This design comes from an exercise in tuning for small area on the open sky130 flow, not from production work.
Function was checked by simulation only, so behaviour that the tests miss may differ from the original.
The flow treats the clock pin as an ideal source, which a real chip does not have.
Power is estimated from default activity; no workload was simulated.

Design top, start of the top module:
module top(input clk,
           input ps2_clk,
           input ps2_data,
           input internal_reset_lcd,
           output rs,
           output e,
           output [7:0] d
           );
wire [7:0] scan;
wire [8:0] ch;
wire data_ready;
wire busy;
keyboard kb(.clk(clk), .reset(internal_reset_lcd), .ps2_data(ps2_data), .ps2_clk(ps2_clk), .data_o(scan));
ps2_to_ascii p2a(.ps2_code(scan), .lcd_dbOut(ch[7:0]), .rsOut(ch[8]));
controller ctl(.clk(clk), .lcd_busy(busy), .internal_reset(internal_reset_lcd), .d_i(scan), .data_ready(data_ready));
lcd l(.clock(clk), .internal_reset(internal_reset_lcd), .d_in(ch), .data_ready(data_ready),
      .rs(rs), .e(e), .d(d), .busy_flag(busy));
endmodule
Settings: LEC_CHECK=0, CAP_MARGIN=20, CORE_MARGIN=2, CORE_UTILIZATION=40, SLEW_MARGIN=20; clock period 100.0 ns.
standard.sh (not shown) runs the stock make flow with config.mk's settings and CLKGATE_MAP_FILE= SYNTH_SCRIPT=/design/flow/synth_recipe.tcl, a recipe that flattens the netlist after the stock synthesis.
==> flow/flow/run.sh <==
#!/bin/bash
# Own layout flow:
#  2. candidate netlists with the same flip-flops, mapped with stronger ABC
#     scripts: (a) the standard netlist's logic re-mapped, (b-d) design.v
#     synthesised again, its flip-flops renamed to the standard names; each must be proven equal to the standard netlist (flip-flops
#     paired by name, logic compared by SAT); the smaller one is used;
#  3. the standard ORFS steps from floorplan on, with a smaller clock tree and
#     the smallest port buffers, and clock buffers with many sinks upsized.
set -euo pipefail
W=$(pwd)
R=$W/orfs/results/$FLOW_PLATFORM/top/base
LIB=$FLOW_HOME/platforms/$FLOW_PLATFORM/lib/sky130_fd_sc_hd__tt_025C_1v80.lib
YOSYS=yosys
[[ -x $FLOW_HOME/../tools/install/yosys/bin/yosys ]] && YOSYS=$FLOW_HOME/../tools/install/yosys/bin/yosys
export REOPT_LIB=$LIB REOPT_DONT_USE="$(cat $W/flow/dont_use.txt)" REOPT_SCRIPT=$W/flow/deep.abc

bash standard.sh synth > 1_standard_synth.log 2>&1
cp $R/1_2_yosys.v $W/std_synth.v
python3 $W/flow/cutff.py $W/std_synth.v $W/std_cut.v

# candidates: a = the standard netlist re-mapped; b, c, d = design.v
# synthesised again with three ABC scripts
REOPT_IN=$W/std_synth.v REOPT_OUT=$W/cand_a.v $YOSYS -c $W/flow/reopt.tcl > 1_reopt_a.log 2>&1 &
i=0
for c in b c d; do
  i=$((i+1)); scr=$W/flow/deep.abc; [[ $i -gt 1 ]] && scr=$W/flow/deep$i.abc
  REOPT_SCRIPT=$scr OWN_DESIGN=$FLOW_DESIGN REOPT_OUT=$W/own_$c.v \
    $YOSYS -c $W/flow/ownsyn.tcl > 1_ownsyn_$c.log 2>&1 &
done
wait || true

best=""; best_area=""
for c in a b c d; do
  f=$W/cand_$c.v
  if [[ $c != a ]]; then
    [[ -s $W/own_$c.v ]] && python3 $W/flow/rename_ff.py $W/std_synth.v $W/own_$c.v $f > 1_rename_$c.log 2>&1 || continue
  fi
  [[ -s $f ]] || continue
  python3 $W/flow/cutff.py $f $W/cand_${c}_cut.v || continue
  if REQ_GOLD=$W/std_cut.v REQ_GATE=$W/cand_${c}_cut.v REQ_LIB=$LIB \
       $YOSYS -c $W/flow/equiv.tcl > 1_equiv_$c.log 2>&1; then
    a=$(python3 $W/flow/area.py $LIB $f)
    echo "candidate $c: area $a (proven equal to the standard netlist)" | tee -a 1_choice.log
    if [[ -z $best ]] || python3 -c "import sys; sys.exit(0 if $a < $best_area else 1)"; then
      best=$f; best_area=$a
    fi
  else
    echo "candidate $c: not proven equal, not used" | tee -a 1_choice.log
  fi
done
if [[ -n $best ]]; then
  echo "using $best" | tee -a 1_choice.log
  cp $best $R/1_2_yosys.v
  rm -f $R/1_synth.odb $R/1_synth.sdc
else
  echo "using the standard netlist" | tee -a 1_choice.log
fi

# smaller clock tree (no dummy loads, small buffers) and the smallest
# buffer on each port
VARS=("CTS_ARGS=-sink_clustering_enable -repair_clock_nets -dont_use_dummy_load $(cat $W/flow/cts_args.txt)"
      "BUFFER_PORTS_ARGS=-buffer_cell sky130_fd_sc_hd__buf_1")
bash standard.sh "${VARS[@]}" cts > 2_standard_to_cts.log 2>&1

# clock buffers with many flip-flops get a larger size (clock-pin slew)
LIB_FILE=$LIB CLKFIX_DB=$R/4_cts.odb CLKFIX_MIN_FANOUT=10 \
  openroad -no_init -exit $W/flow/clkfix.tcl > 3_clkfix.log 2>&1

bash standard.sh "${VARS[@]}" finish > 4_standard_finish.log 2>&1
==> flow/flow/deep2.abc <==
strash
&get -n
&deepsyn -T 240
&put
dch -f
amap
strash
dch -f
amap
topo
==> flow/flow/deep3.abc <==
strash
&get -n
&deepsyn -T 240
&put
dch -f
amap
topo
&get -n
&st
&dch -f
&nf -a -p -R 1000
&put
topo
==> flow/flow/ownsyn.tcl <==
# Synthesis of design.v with a stronger ABC script; flip-flops are renamed
# afterwards (rename_ff.py) to the standard synthesis's names.
set lib $::env(REOPT_LIB)
set dont_use $::env(REOPT_DONT_USE)
yosys read_verilog -defer -sv $::env(OWN_DESIGN)
yosys hierarchy -check -top top
yosys synth -top top -flatten -nofsm -noshare
yosys dfflibmap -liberty $lib {*}$dont_use
yosys opt
yosys abc -script $::env(REOPT_SCRIPT) -liberty $lib {*}$dont_use
yosys opt_clean -purge
yosys hilomap -singleton -hicell sky130_fd_sc_hd__conb_1 HI -locell sky130_fd_sc_hd__conb_1 LO
yosys splitnets
yosys opt_clean -purge
yosys insbuf -buf sky130_fd_sc_hd__buf_4 A X
yosys stat -liberty $lib
yosys write_verilog -noattr -nohex -nodec $::env(REOPT_OUT)
==> flow/flow/reopt.tcl <==
# Re-map the combinational logic of a synthesised netlist with a stronger ABC
# script; flip-flop instances (and their names) are kept as they are.
set lib $::env(REOPT_LIB)
set dont_use $::env(REOPT_DONT_USE)
set script $::env(REOPT_SCRIPT)
yosys read_liberty -ignore_miss_func $lib
yosys read_verilog $::env(REOPT_IN)
yosys hierarchy -top top
# keep sequential cells as instances
foreach c {dfxtp_1 dfxtp_2 dfxtp_4 dfrtp_1 dfstp_1 conb_1 edfxtp_1} {
  catch {yosys setattr -mod -set keep_hierarchy 1 sky130_fd_sc_hd__$c}
}
yosys flatten
yosys opt_clean -purge
yosys stat -liberty $lib
yosys techmap
yosys opt -fast
yosys abc -script $script -liberty $lib {*}$dont_use
yosys opt_clean -purge
yosys hilomap -singleton -hicell sky130_fd_sc_hd__conb_1 HI -locell sky130_fd_sc_hd__conb_1 LO
yosys splitnets
yosys opt_clean -purge
yosys insbuf -buf sky130_fd_sc_hd__buf_4 A X
yosys stat -liberty $lib
yosys select top
yosys write_verilog -noattr -nohex -nodec -selected $::env(REOPT_OUT)
Other scripts of this flow, unchanged in this note and not shown: flow/flow/area.py, flow/flow/clkfix.tcl, flow/flow/cts_args.txt, flow/flow/cutff.py, flow/flow/deep.abc, flow/flow/dont_use.txt, flow/flow/equiv.tcl, flow/flow/rename_ff.py
Change:
--- a/flow/flow/run.sh
+++ b/flow/flow/run.sh
@@ -3,3 +3,4 @@
-#  2. candidate netlists with the same flip-flops, mapped with stronger ABC
-#     scripts: (a) the standard netlist's logic re-mapped, (b-d) design.v
-#     synthesised again, its flip-flops renamed to the standard names; each must be proven equal to the standard netlist (flip-flops
+#  2. two candidate netlists with the same flip-flops, both mapped with a
+#     stronger ABC script: (a) the standard netlist's logic re-mapped,
+#     (b) design.v synthesised again, its flip-flops renamed to the standard
+#     names; each must be proven equal to the standard netlist (flip-flops
@@ -21,2 +21,0 @@
-# candidates: a = the standard netlist re-mapped; b, c, d = design.v
-# synthesised again with three ABC scripts
@@ -24,7 +23,5 @@
-i=0
-for c in b c d; do
-  i=$((i+1)); scr=$W/flow/deep.abc; [[ $i -gt 1 ]] && scr=$W/flow/deep$i.abc
-  REOPT_SCRIPT=$scr OWN_DESIGN=$FLOW_DESIGN REOPT_OUT=$W/own_$c.v \
-    $YOSYS -c $W/flow/ownsyn.tcl > 1_ownsyn_$c.log 2>&1 &
-done
-wait || true
+PA=$!
+OWN_DESIGN=$FLOW_DESIGN REOPT_OUT=$W/own_b.v $YOSYS -c $W/flow/ownsyn.tcl > 1_ownsyn_b.log 2>&1 &
+PB=$!
+wait $PA || true
+wait $PB || true
@@ -33 +30 @@
-for c in a b c d; do
+for c in a b; do
@@ -35,2 +32,2 @@
-  if [[ $c != a ]]; then
-    [[ -s $W/own_$c.v ]] && python3 $W/flow/rename_ff.py $W/std_synth.v $W/own_$c.v $f > 1_rename_$c.log 2>&1 || continue
+  if [[ $c == b ]]; then
+    [[ -s $W/own_b.v ]] && python3 $W/flow/rename_ff.py $W/std_synth.v $W/own_b.v $f > 1_rename_b.log 2>&1 || continue
removed: flow/flow/deep2.abc
removed: flow/flow/deep3.abc
What happened: Power drops slightly; synthesized area climbs slightly; first-iteration DRC count climbs by well over a third; worst setup slack got worse by 0.14 ns; clock-buffer cell count is unchanged; final area climbs slightly.

## port drivers added, routing unchanged
The results above use ideal ports. As a check the final layouts listed here were re-extracted and re-timed, cells and wires unchanged. Step 1 assumes that a clkbuf_16 drives the clock port and a buf_2 every other input. Step 2 times the ports against the registers' clock, not the clock port: input delays grow and output delays shrink by t, the midpoint of the rising clock arrivals with the driver on. Slacks: no drivers / after step 1 / after step 2; pairs: no drivers / after step 1.
| run | t (ns) | setup slack, ns | hold WS [ns] | worst setup path after step 2 |
|---|---|---|---|---|
| the first run | 0.425 | 77.861 / 77.834 / 78.153 | 0.374 / 0.374 / 0.374 | input to register |
| the second run | 0.418 | 77.717 / 77.693 / 77.870 | 0.368 / 0.368 / 0.368 | input to register |
After both steps every run listed still meets setup and hold.
